From an optimization exercise on the open Yosys and OpenROAD flow, aimed at small area, a short achievable clock period and few clock cycles per item; shortcuts taken in it are not production practice.
The RTL was checked by simulation tests, not by an equivalence proof against the original design.

== S ==
// R_CORDIC_Unit
module R_CORDIC_Unit (
    input signed [31:0]      i_data_1,
    input signed [31:0]      i_data_2,
    input signed [31:0]      angle,
    input                    en,
    input                    rst,
    input                    clk,
    output signed [31:0]     o_data_1,
    output signed [31:0]     o_data_2,
    output                   done_flag
);
    reg        busy, done;
    reg signed [31:0] bx, by, ba;
    reg        [4:0]  bc;          
    reg        [3:0]  sxl, sxh;    
    reg        [3:0]  syl, syh;    
    reg        [17:0] oh;          
    reg        [31:0] t;           
    reg               fin;     
    reg               hold;    
    reg               sgx;     
    reg               sgy_n;   
    reg               sga_n;   
    wire m1 = oh[15];
    wire m2 = oh[16];
    wire m3 = oh[17];
    wire        fin_n  = !en && busy && (m1 || m2);
    wire        hold_n = !en && busy && m2;
    wire [3:0]  nl = en ? 4'd1 : {oh[2] | oh[6] | oh[10],
                                  oh[1] | oh[5] | oh[9]  | oh[13],
                                  oh[0] | oh[4] | oh[8]  | oh[12],
                                  oh[3] | oh[7] | oh[11]};
    wire [3:0]  nh = en ? 4'd1 : {oh[11] | oh[12] | oh[13],
                                  oh[7]  | oh[8]  | oh[9]  | oh[10],
  ...
==> module R_CORDIC_Unit, before the edit <==
module R_CORDIC_Unit (
    input signed [31:0]      i_data_1,
    input signed [31:0]      i_data_2,
    input signed [31:0]      angle,
    input                    en,
    input                    rst,
    input                    clk,
    output signed [31:0]     o_data_1,
    output signed [31:0]     o_data_2,
    output                   done_flag
);
    reg        busy, done;
    reg signed [31:0] bx, by, ba;
    reg        [4:0]  bc;          
    reg        [3:0]  sxl, sxh;    
    reg        [3:0]  syl, syh;    
    reg        [17:0] oh;          
    reg        [31:0] t;           
    reg               fin;     
    reg               hold;    
    reg               sgx;     
    reg               sgy_n;   
    reg               sga_n;   
    wire m1 = oh[15];
    wire m2 = oh[16];
    wire m3 = oh[17];
    wire        fin_n  = !en && busy && (m1 || m2);
    wire        hold_n = !en && busy && m2;
    wire [3:0]  nl = en ? 4'd1 : {oh[2] | oh[6] | oh[10],
                                  oh[1] | oh[5] | oh[9]  | oh[13],
                                  oh[0] | oh[4] | oh[8]  | oh[12],
                                  oh[3] | oh[7] | oh[11]};
    wire [3:0]  nh = en ? 4'd1 : {oh[11] | oh[12] | oh[13],
                                  oh[7]  | oh[8]  | oh[9]  | oh[10],
                                  oh[3]  | oh[4]  | oh[5]  | oh[6],
                                  oh[0]  | oh[1]  | oh[2]};
    wire [17:0] oh_n = en ? 18'd1 : oh << 1;
    wire [31:0] t_n;
    LUT lut (.step(oh_n[14:0]), .value(t_n));
    wire c24  = bc[4] | (bc[3] & (bc[2] | (bc[1] & bc[0])));
    wire cinx = sgx | (fin & c24);
    wire [31:0] sx, sy;
    rsh rsh_x (.d(bx), .lo(sxl), .hi(sxh), .q(sx));
    rsh rsh_y (.d(by), .lo(syl), .hi(syh), .q(sy));
    wire [31:0] nx, ny, na;
    add_sk add_x (.a(bx), .b(sy ^ {32{sgx}}),   .cin(cinx),  .s(nx));
    add_sk add_y (.a(by), .b(sx ^ {32{sgy_n}}), .cin(sgy_n), .s(ny));
    add_sk add_a (.a(ba), .b(t  ^ {32{sga_n}}), .cin(sga_n), .s(na));
    wire [31:0] ks, kc;
    wire [4:0]  kci;
    R_CORDIC gain (.x(ba), .s(ks), .c(kc), .cin(kci));
    wire [31:0] ba_n = en ? angle : m1 ? by : (m2 || oh[14]) ? nx : na;
    wire        sg_n = en ? angle[31] : na[31];
    always @(posedge clk or posedge rst) begin
        if (rst) begin
            busy <= 1'b0;
            done <= 1'b0;
        end else begin
            done <= busy && m3;
            if (en)
                busy <= 1'b1;
            else if (m3)
                busy <= 1'b0;
        end
    end
    always @(posedge clk) begin
        bc    <= kci;
        fin   <= fin_n;
        hold  <= hold_n;
        sxl   <= nl;
        sxh   <= nh;
        syl   <= fin_n ? 4'd1 : nl;
        syh   <= fin_n ? 4'd1 : nh;
        oh    <= oh_n;
        t     <= t_n;
        sgx   <= sg_n & ~fin_n;
        sgy_n <= ~sg_n;
        sga_n <= ~(sg_n | hold_n);
        ba    <= ba_n;
        if (en) begin
            bx <= i_data_1;
            by <= i_data_2;
        end else if (m1 | m2) begin
            bx <= ks;
            by <= kc;
        end else begin
            bx <= nx;
            by <= ny;
        end
    end
    assign o_data_1  = ba;
    assign o_data_2  = bx;
    assign done_flag = done;
endmodule
clock: 10.0 ns
lec_check: 0
cap_margin: 20
core_margin: 2
core_utilization: 60
cts_buf_list: sky130_fd_sc_hd__clkbuf_8
place_density: 0.8
slew_margin: 20
standard.sh (not shown) runs the stock make flow with config.mk's settings and CLKGATE_MAP_FILE= SYNTH_SCRIPT=/design/flow/synth_recipe.tcl, a recipe that flattens the netlist after the stock synthesis.
==> flow/flow/run.sh <==
#!/bin/bash
set -euo pipefail
export BUFFER_PORTS_ARGS="-buffer_cell sky130_fd_sc_hd__buf_1"
export SETUP_SLACK_MARGIN=5.75
bash standard.sh > standard.log 2>&1
S ran to completion and came out clean on the timing, DRC and antenna checks.
Testbench counts of S, summed over its fixed seeds: cycles 9,736, items 512.
What R does differently from S at the input level:
--- a/flow/design.v
+++ b/flow/design.v
@@ -742,7 +742,6 @@
     reg        [3:0]  sxl, sxh;    
     reg        [3:0]  syl, syh;    
     reg        [17:0] oh;          
-    reg        [31:0] t;           
     reg               fin;     
     reg               hold;    
     reg               sgx;     
@@ -761,9 +760,8 @@
                                   oh[7]  | oh[8]  | oh[9]  | oh[10],
                                   oh[3]  | oh[4]  | oh[5]  | oh[6],
                                   oh[0]  | oh[1]  | oh[2]};
-    wire [17:0] oh_n = en ? 18'd1 : oh << 1;
-    wire [31:0] t_n;
-    LUT lut (.step(oh_n[14:0]), .value(t_n));
+    wire [31:0] t;
+    LUT lut (.step(oh[14:0]), .value(t));
     wire c24  = bc[4] | (bc[3] & (bc[2] | (bc[1] & bc[0])));
     wire cinx = sgx | (fin & c24);
     wire [31:0] sx, sy;
@@ -798,8 +796,7 @@
         sxh   <= nh;
         syl   <= fin_n ? 4'd1 : nl;
         syh   <= fin_n ? 4'd1 : nh;
-        oh    <= oh_n;
-        t     <= t_n;
+        oh    <= en ? 18'd1 : oh << 1;
         sgx   <= sg_n & ~fin_n;
         sgy_n <= ~sg_n;
         sga_n <= ~(sg_n | hold_n);
==> comparison <==
- Summary of R over S: detailed-routed wire length on met3 went up by about 9%, sequential cell area share went down.
- The lower critical path depth came out of R.
- Relative to S, fill cell total of the finished layout has decreased by 68 in R.
- S has a higher number of non-clock inverters in the layout than R.
- Total vias in the final route delta for R relative to S: 1.9% lower
Testbench counts of R, summed over its fixed seeds: cycles 9,736, items 512.

## port drivers added, routing unchanged
Ports are ideal in the flow. The routed layouts listed here were re-timed in OpenROAD. Step 1: set_driving_cell puts a clkbuf_16 on clk and a buf_2 on each other input, an assumption about the parent block. Step 2 also shifts input and output timing later by t, the mid clock arrival at the registers, as if the neighbouring blocks saw the same clock. Slacks: ideal ports / drivers / drivers and shift; pairs: ideal ports / drivers.
run | t, ns | setup WS [ns] | worst hold slack (ns) | pins driven straight from the clock port
S | 0.540 | 5.772 / 5.772 / 5.650 | 0.447 / 0.447 / 0.447 | 1
R | 0.551 | 5.749 / 5.749 / 5.537 | 0.443 / 0.443 / 0.443 | 1
After both steps setup and hold are still met in every run listed. The setup slack of R, which loses most, moves by 0.000 ns with the drivers and by -0.212 ns with both steps.
